This is an optimization exercise on Yosys and OpenROAD, whose aim is small area and a short achievable clock period, not a production implementation.
Function was checked by simulation only, so behaviour that the tests miss may differ from the original.
No activity file was given, so power comes from the tool's default toggle rates.

==> flow/design.v (excerpt) <==
module fpga_top (clk, rstn, addr, we, dx, dw, dt, out);
  input clk;
  input we;
  input [255:0] dx;
  input [255:0] dw;
  input [15:0] dt;
  input [2:0] addr;
  input rstn;
  output out;
  wire [255:0] mm = dx ^ dw;
  wire s1, c2;
  wire s3, c4;
  wire s5, c6;
  wire s7, c8;
  wire s9, c10;
  wire s11, c12;
  wire s13, c14;
  wire s15, c16;
  wire s17, c18;
  wire s19, c20;
  wire s21, c22;
  wire s23, c24;
  wire s25, c26;
  wire s27, c28;
  wire s29, c30;
  wire s31, c32;
  wire s33, c34;
  wire s35, c36;
  wire s37, c38;
  wire s39, c40;
  wire s41, c42;
  wire s43, c44;
  wire s45, c46;
  wire s47, c48;
  wire s49, c50;
  wire s51, c52;
  wire s53, c54;
  wire s55, c56;
  wire s57, c58;
  wire s59, c60;
  wire s61, c62;
  wire s63, c64;
  wire s65, c66;
  wire s67, c68;
  wire s69, c70;
  wire s71, c72;
  wire s73, c74;
  wire s75, c76;
  wire s77, c78;
  wire s79, c80;
  wire s81, c82;
  wire s83, c84;
  wire s85, c86;
  wire s87, c88;
  wire s89, c90;
  wire s91, c92;
  wire s93, c94;
  wire s95, c96;
  wire s97, c98;
  wire s99, c100;
  wire s101, c102;
  wire s103, c104;
  wire s105, c106;
  wire s107, c108;
  wire s109, c110;
  wire s111, c112;
  wire s113, c114;
  wire s115, c116;
  wire s117, c118;
  wire s119, c120;
  wire s121, c122;
  wire s123, c124;
  wire s125, c126;
  wire s127, c128;
  wire s129, c130;
  wire s131, c132;
  wire s133, c134;
  wire s135, c136;
  wire s137, c138;
  wire s139, c140;
  wire s141, c142;
  wire s143, c144;
  wire s145, c146;
  wire s147, c148;
  wire s149, c150;
  wire s151, c152;
  wire s153, c154;
  wire s155, c156;
  wire s157, c158;
  wire s159, c160;
  wire s161, c162;
  wire s163, c164;
  wire s165, c166;
  wire s167, c168;
  wire s169, c170;
  wire s171, c172;
  wire s173, c174;
  wire s175, c176;
  wire s177, c178;
  wire s179, c180;
  wire s181, c182;
  ...
export LEC_CHECK = 0
export CAP_MARGIN = 20
export CORE_MARGIN = 2
export CORE_UTILIZATION = 40
export SLEW_MARGIN = 20
create_clock -name core_clock -period 10.0 [get_ports {clk}]
standard.sh (not shown) runs the stock make flow with config.mk's settings and CLKGATE_MAP_FILE= SYNTH_SCRIPT=/design/flow/synth_recipe.tcl, a recipe that flattens the netlist after the stock synthesis.
==> flow/flow/run.sh <==
#!/bin/bash
# The standard layout with three changes:
#  1. after the standard synthesis, invpush.py flips full adders (and xor/xnor
#     gates) to remove most inverters between them (same function, same registers);
#  2. the port buffers are sky130_fd_sc_hd__buf_1;
#  3. timing repair aims at a shorter period (SETUP_SLACK_MARGIN);
#  4. clock tree of clkbuf_8 without dummy loads.
set -euo pipefail
MARGIN=${MARGIN:-7}
bash standard.sh synth > flow_synth.log 2>&1
R=orfs/results/sky130hd/fpga_top/base
cp $R/1_2_yosys.v $R/1_2_yosys.standard.v
python3 flow/invpush.py $R/1_2_yosys.standard.v $R/1_2_yosys.v > flow_invpush.log 2>&1
rm -f $R/1_synth.odb $R/1_synth.sdc
bash standard.sh "BUFFER_PORTS_ARGS=-buffer_cell sky130_fd_sc_hd__buf_1" SETUP_SLACK_MARGIN=$MARGIN "CTS_ARGS=-sink_clustering_enable -repair_clock_nets -dont_use_dummy_load -buf_list sky130_fd_sc_hd__clkbuf_8 -sink_clustering_size 18 -sink_clustering_max_diameter 70 -root_buf sky130_fd_sc_hd__clkbuf_16" finish > flow_layout.log 2>&1
Other scripts of this flow, unchanged in this note and not shown: flow/flow/invpush.py
The starting point went through all stages and came out clean.
Then changed:
==> flow/flow/run.sh (replaced) <==
#!/bin/bash
# The standard layout with three changes:
#  1. after the standard synthesis, invpush.py flips full adders (and xor/xnor
#     gates) to remove most inverters between them (same function, same registers);
#  2. the port buffers are sky130_fd_sc_hd__buf_1;
#  3. timing repair aims at a shorter period (SETUP_SLACK_MARGIN);
#  4. clock tree of clkbuf_8 without dummy loads.
set -euo pipefail
MARGIN=${MARGIN:-6.8}
bash standard.sh synth > flow_synth.log 2>&1
R=orfs/results/sky130hd/fpga_top/base
cp $R/1_2_yosys.v $R/1_2_yosys.standard.v
python3 flow/invpush.py $R/1_2_yosys.standard.v $R/1_2_yosys.v > flow_invpush.log 2>&1
rm -f $R/1_synth.odb $R/1_synth.sdc
bash standard.sh "BUFFER_PORTS_ARGS=-buffer_cell sky130_fd_sc_hd__buf_1" SETUP_SLACK_MARGIN=$MARGIN "CTS_ARGS=-sink_clustering_enable -repair_clock_nets -dont_use_dummy_load -buf_list sky130_fd_sc_hd__clkbuf_8 -sink_clustering_size 18 -sink_clustering_max_diameter 70" finish > flow_layout.log 2>&1
Result: Utilization shrinks by 0.83 points; total power decreases by 5.5%; cell area fell by 1.7%; non-clock buffer count shrinks by 5; routed wire length falls by 1.0%; setup slack is worse by 0.14 ns; clock skew increases by 0.10 ns.

separate check: timing with driven ports:
No port has a modelled driver above. Below, the same layouts with a new extraction and two added sets of constraints. Step 1 assumes that a clkbuf_16 drives the clock port and a buf_2 every other input. Step 2 also shifts input and output timing later by t, the mid clock arrival at the registers, as if the neighbouring blocks saw the same clock. a / b / c = ideal ports / drivers / drivers and shift; a / b = the first two.
run | t (ns) | setup WS [ns] | worst setup path at the end | latest minus earliest clock arrival (ns)
the first run | 0.589 | 6.999 / 6.962 / 6.416 | input to register | 0.051 / 0.051
the second run | 0.654 | 6.855 / 6.843 / 6.224 | input to register | 0.165 / 0.165
After both steps setup and hold are still met in every run listed. For the second run, which loses most, drivers alone change the setup slack by -0.012 ns; drivers and shift together by -0.631 ns.
